Source: an optimization exercise on an open RTL-to-GDS flow (aim: small area). Production flows keep margins and buffers that such runs may drop.
RTL that was checked went through simulation tests only; none was proved equivalent to the original.
Power figures rest on the tool's default switching activity, not on a simulated workload.

==> try-sierra <==
## CPU
module CPU (
    input  logic        clk, rst_n,
    output logic [13:0] imem_addr,
    input  logic [31:0] imem_rdata,
    output logic [13:0] dmem_addr,
    output logic [31:0] dmem_wdata,
    output logic        dmem_we,
    input  logic [31:0] dmem_rdata,
    input  logic [7:0]  switches1, switches2, switches3,
    input  logic        bt1, bt2, bt3, bt4, bt5,
    input  logic [4:0]  kb_idx,
    output logic [7:0]  led1_out, led2_out,
    output logic [31:0] seg1_out
);
    wire rst = ~rst_n;
    function automatic [31:0] immgen(input [31:0] i);
        case (i[6:0])
            7'b0010011, 7'b0000011, 7'b1100111: immgen = {{20{i[31]}}, i[31:20]};
            7'b0100011: immgen = {{20{i[31]}}, i[31:25], i[11:7]};
            7'b1100011: immgen = {{19{i[31]}}, i[31], i[7], i[30:25], i[11:8], 1'b0};
            7'b0110111, 7'b0010111: immgen = {i[31:12], 12'b0};
            7'b1101111: immgen = {{11{i[31]}}, i[31], i[19:12], i[20], i[30:21], 1'b0};
            default: immgen = 32'b0;
        endcase
    endfunction
    function automatic [31:0] rstval(input [4:0] r);
  ...
export LEC_CHECK = 0
export ABC_AREA = 1
export CAP_MARGIN = 20
export CORE_MARGIN = 2
export CORE_UTILIZATION = 60
export CTS_BUF_LIST = sky130_fd_sc_hd__clkbuf_8
export CTS_CLUSTER_DIAMETER = 60
export CTS_CLUSTER_SIZE = 14
export PLACE_DENSITY = 0.7
export SLEW_MARGIN = 20
create_clock -name core_clock -period 200.0 [get_ports {clk}]
standard.sh (not shown) runs the stock make flow with config.mk's settings and CLKGATE_MAP_FILE= SYNTH_SCRIPT=/design/flow/synth_recipe.tcl, a recipe that flattens the netlist after the stock synthesis.
==> flow/flow/run.sh <==
#!/bin/bash
# Layout flow: the standard ORFS flow (standard.sh), with two changes:
#  - synthesis maps the combinational logic with ABC's area-oriented "&nf"
#    mapper (flow/abc_area.script) instead of "map"; registers are mapped by
#    the unchanged synthesis script before ABC runs, so they are the standard
#    synthesis's, with the same names and cells;
#  - the port buffers are sky130_fd_sc_hd__buf_1 cells.
# Every other step runs ORFS's own scripts unchanged. Each tool's full output
# goes to a log file in this folder (make.log, write_def.log) and ORFS's
# per-step logs under orfs/logs/.
set -euo pipefail
W=$(pwd)
rm -rf "$W/scripts_mod"
cp -r "$FLOW_HOME/scripts" "$W/scripts_mod"
cp "$W/flow/abc_area.script" "$W/scripts_mod/abc_area.script"
# standard.sh's make call, with the copied scripts and the port-buffer cell
sed -e "s#CLKGATE_MAP_FILE= #CLKGATE_MAP_FILE= SCRIPTS_DIR=$W/scripts_mod 'BUFFER_PORTS_ARGS=-buffer_cell sky130_fd_sc_hd__buf_1' #" \
    -e "s#^  openroad -no_init -exit \(.*\)\$#  openroad -no_init -exit \1 > $W/write_def.log 2>\&1#" \
    standard.sh > "$W/own_standard.sh"
grep -q "SCRIPTS_DIR=$W/scripts_mod" "$W/own_standard.sh"
bash "$W/own_standard.sh" > "$W/make.log" 2>&1
test -s "$W/out/final.def"
==> flow/flow/abc_area.script <==
strash
&get -n
&dch -f
&nf -p -R 1000
&put
topo
stime -c
dnsize -c
==> try-raven: changes against try-sierra <==
Settings changed: CORE_UTILIZATION 60 to 70, PLACE_DENSITY 0.7 to 0.78.
==> try-nickel: changes against try-sierra <==
--- a/flow/design.v
+++ b/flow/design.v
@@ -119,40 +119,39 @@
     input  logic        clk,
     input  logic [31:0] a, b,
     input  logic        s, div, isq, ph1,
     output logic [63:0] p,
     output logic [31:0] dres
 );
     wire sa = a[31], sb = b[31];
-    logic [31:0] ua;
+    logic [31:0] ua, ub;
     mc_cneg na (.v(a), .n(sa), .o(ua));
-    wire [31:0] m = div ? (b ^ {32{~sb}}) : a;
-    wire sm = s & ~div;     
+    mc_cneg nb (.v(b), .n(sb), .o(ub));
     logic [32:17] hz;
     assign hz[32] = 1'b1;
     for (genvar w = 17; w < 32; w++) begin : ghz
         assign hz[w] = sb ? ((&b[31:w]) & (|b[w-1:0])) : ~(|b[31:w]);
     end
     wire bz = ~(|b);
     logic [48:0] mr;      
     logic [31:0] O [0:15];
     logic [15:0] co, lsb, q;
     for (genvar r = 0; r < 16; r++) begin : row
         localparam int W = r + 17;
-        wire bs = div | (ph1 ? b[r] : b[r+16]);
+        wire bs = ph1 ? b[r] : b[r+16];
         wire nbit = ph1 ? ua[31-r] : ua[15-r];
         logic [31:0] A, B, S;
         for (genvar i = 0; i < 32; i++) begin : gpp
             wire inv;
             if (r < 15) begin : gl
-                assign inv = (i == 31) ? sm : 1'b0;
+                assign inv = (i == 31) ? s : 1'b0;
             end else begin : gl15
-                assign inv = (i == 31) ? (sm & ph1) : (sm & ~ph1);
+                assign inv = (i == 31) ? (s & ph1) : (s & ~ph1);
             end
-            assign B[i] = (m[i] & bs) ^ inv;
+            assign B[i] = div ? ~ub[i] : ((a[i] & bs) ^ inv);
         end
         for (genvar i = 0; i < 32; i++) begin : ga
             wire am, ad;    
             if (r == 0) begin : g0
                 if (i < 31) begin : gm
                     assign am = ph1 ? 1'b0 : mr[17+i];
                 end else begin : gm31
@@ -180,15 +179,15 @@
                 end else begin : gdx
                     assign ad = 1'b0;
                 end
             end
             assign A[i] = div ? ad : am;
         end
         logic cw, c32;
-        mc_row #(.W(W), .FB(7), .B(6)) add (.a(A), .b(B), .ci(div & ~sb), .s(S), .cw(cw), .c32(c32));
+        mc_row #(.W(W), .FB(9), .B(7)) add (.a(A), .b(B), .ci(div), .s(S), .cw(cw), .c32(c32));
         assign q[15-r] = cw & hz[W];
         assign co[r] = c32;
         assign lsb[r] = S[0];
         wire keep = div & ~q[15-r];     
         for (genvar i = 0; i < 32; i++) begin : go
             if (i < W) begin : gk
                 assign O[r][i] = keep ? A[i] : S[i];
@@ -553,22 +552,19 @@
     wire fb_w = !fb_m && w_wr && w_rd == e_rs2;
     wire [31:0] s1r = fa_m ? mem_addr : fa_w ? w_data : e_d1;
     wire [31:0] s2r = fb_m ? mem_addr : fb_w ? w_data : e_d2;
     wire [31:0] s1c = fa_m ? m_alu : fa_w ? w_data : e_d1;
     wire [31:0] s2c = fb_m ? m_alu : fb_w ? w_data : e_d2;
     wire [31:0] bx = s1r ^ s2r;
     wire beq = bx == 32'b0;
-    logic [31:0] blc;
-    assign blc[0] = 1'b0;
-    for (genvar i = 0; i < 31; i++) begin : gblc
-        assign blc[i+1] = (~s1r[i] & s2r[i]) | (~s1r[i] & blc[i]) | (s2r[i] & blc[i]);
-    end
-    wire bsd  = s1r[31] ^ s2r[31];
-    wire bltu = bsd ? s2r[31] : blc[31];
-    wire blt  = bsd ? s1r[31] : blc[31];
+    logic [31:0] bd;
+    logic bco;
+    mc_add #(32) bcmp (.a(s1r), .b(~s2r), .ci(1'b1), .s(bd), .co(bco));
+    wire bltu = !bco;
+    wire blt  = (s1r[31] ^ s2r[31]) ? s1r[31] : bd[31];
     always_comb begin
         case (bruop)
             3'd1: old_actual = beq;
             3'd2: old_actual = !beq;
             3'd3: old_actual = blt;
             3'd4: old_actual = !blt;
             3'd5: old_actual = bltu;
==> flow/run.sh (new file) <==
#!/bin/bash
# synth_recipe.tcl (not shown) runs the flow's synth.tcl, then flattens the netlist and writes it again
# the make line also repeats each setting of config.mk as NAME=value (left out here)
make -C /OpenROAD-flow-scripts/flow DESIGN_CONFIG=/design/flow/config.mk WORK_HOME=/design/flow/orfs CLKGATE_MAP_FILE= SYNTH_SCRIPT=/design/flow/synth_recipe.tcl finish
Settings changed: CORE_UTILIZATION 60 to 70, CTS_CLUSTER_SIZE 14 to 16, PLACE_DENSITY 0.7 to 0.78.
removed: flow/flow/run.sh
removed: flow/flow/abc_area.script
removed: flow/standard.sh
==> comparison table <==
metric                                                    try-sierra       try-raven   try-nickel
Run status                          no timing/DRC/antenna violations  did not finish  no timing/DRC/antenna violations
Failing step                                                       -  global routing            -
Vertical die dimension                                      537.8 um        498.2 um     516.0 um
Setup crit start                                             m_rd[4]               -      w_rd[4]
Worst-path clk slew                                          0.10 ns               -      0.10 ns
Tot Pwr                                                     2.260 mW               -     1.841 mW
Area occupied by multi-input gates                        65180 um^2               -   69310 um^2
Number of iterations in the first detailed-routing pass            8               -           10
Flop-to-flop setup slack                                    15.03 ns               -     11.34 ns
Routed met2 length                                         264300 um               -    276800 um
Sum of negative setup slack                                     0 ns               -         0 ns
Initial core utilization                                      0.6047          0.7036       0.7054
Well-tap cell count                                             3743               -         3496
Sequential cell area                                     106100 um^2               -  106100 um^2
The RTL of try-nickel was laid out without a check of its function.
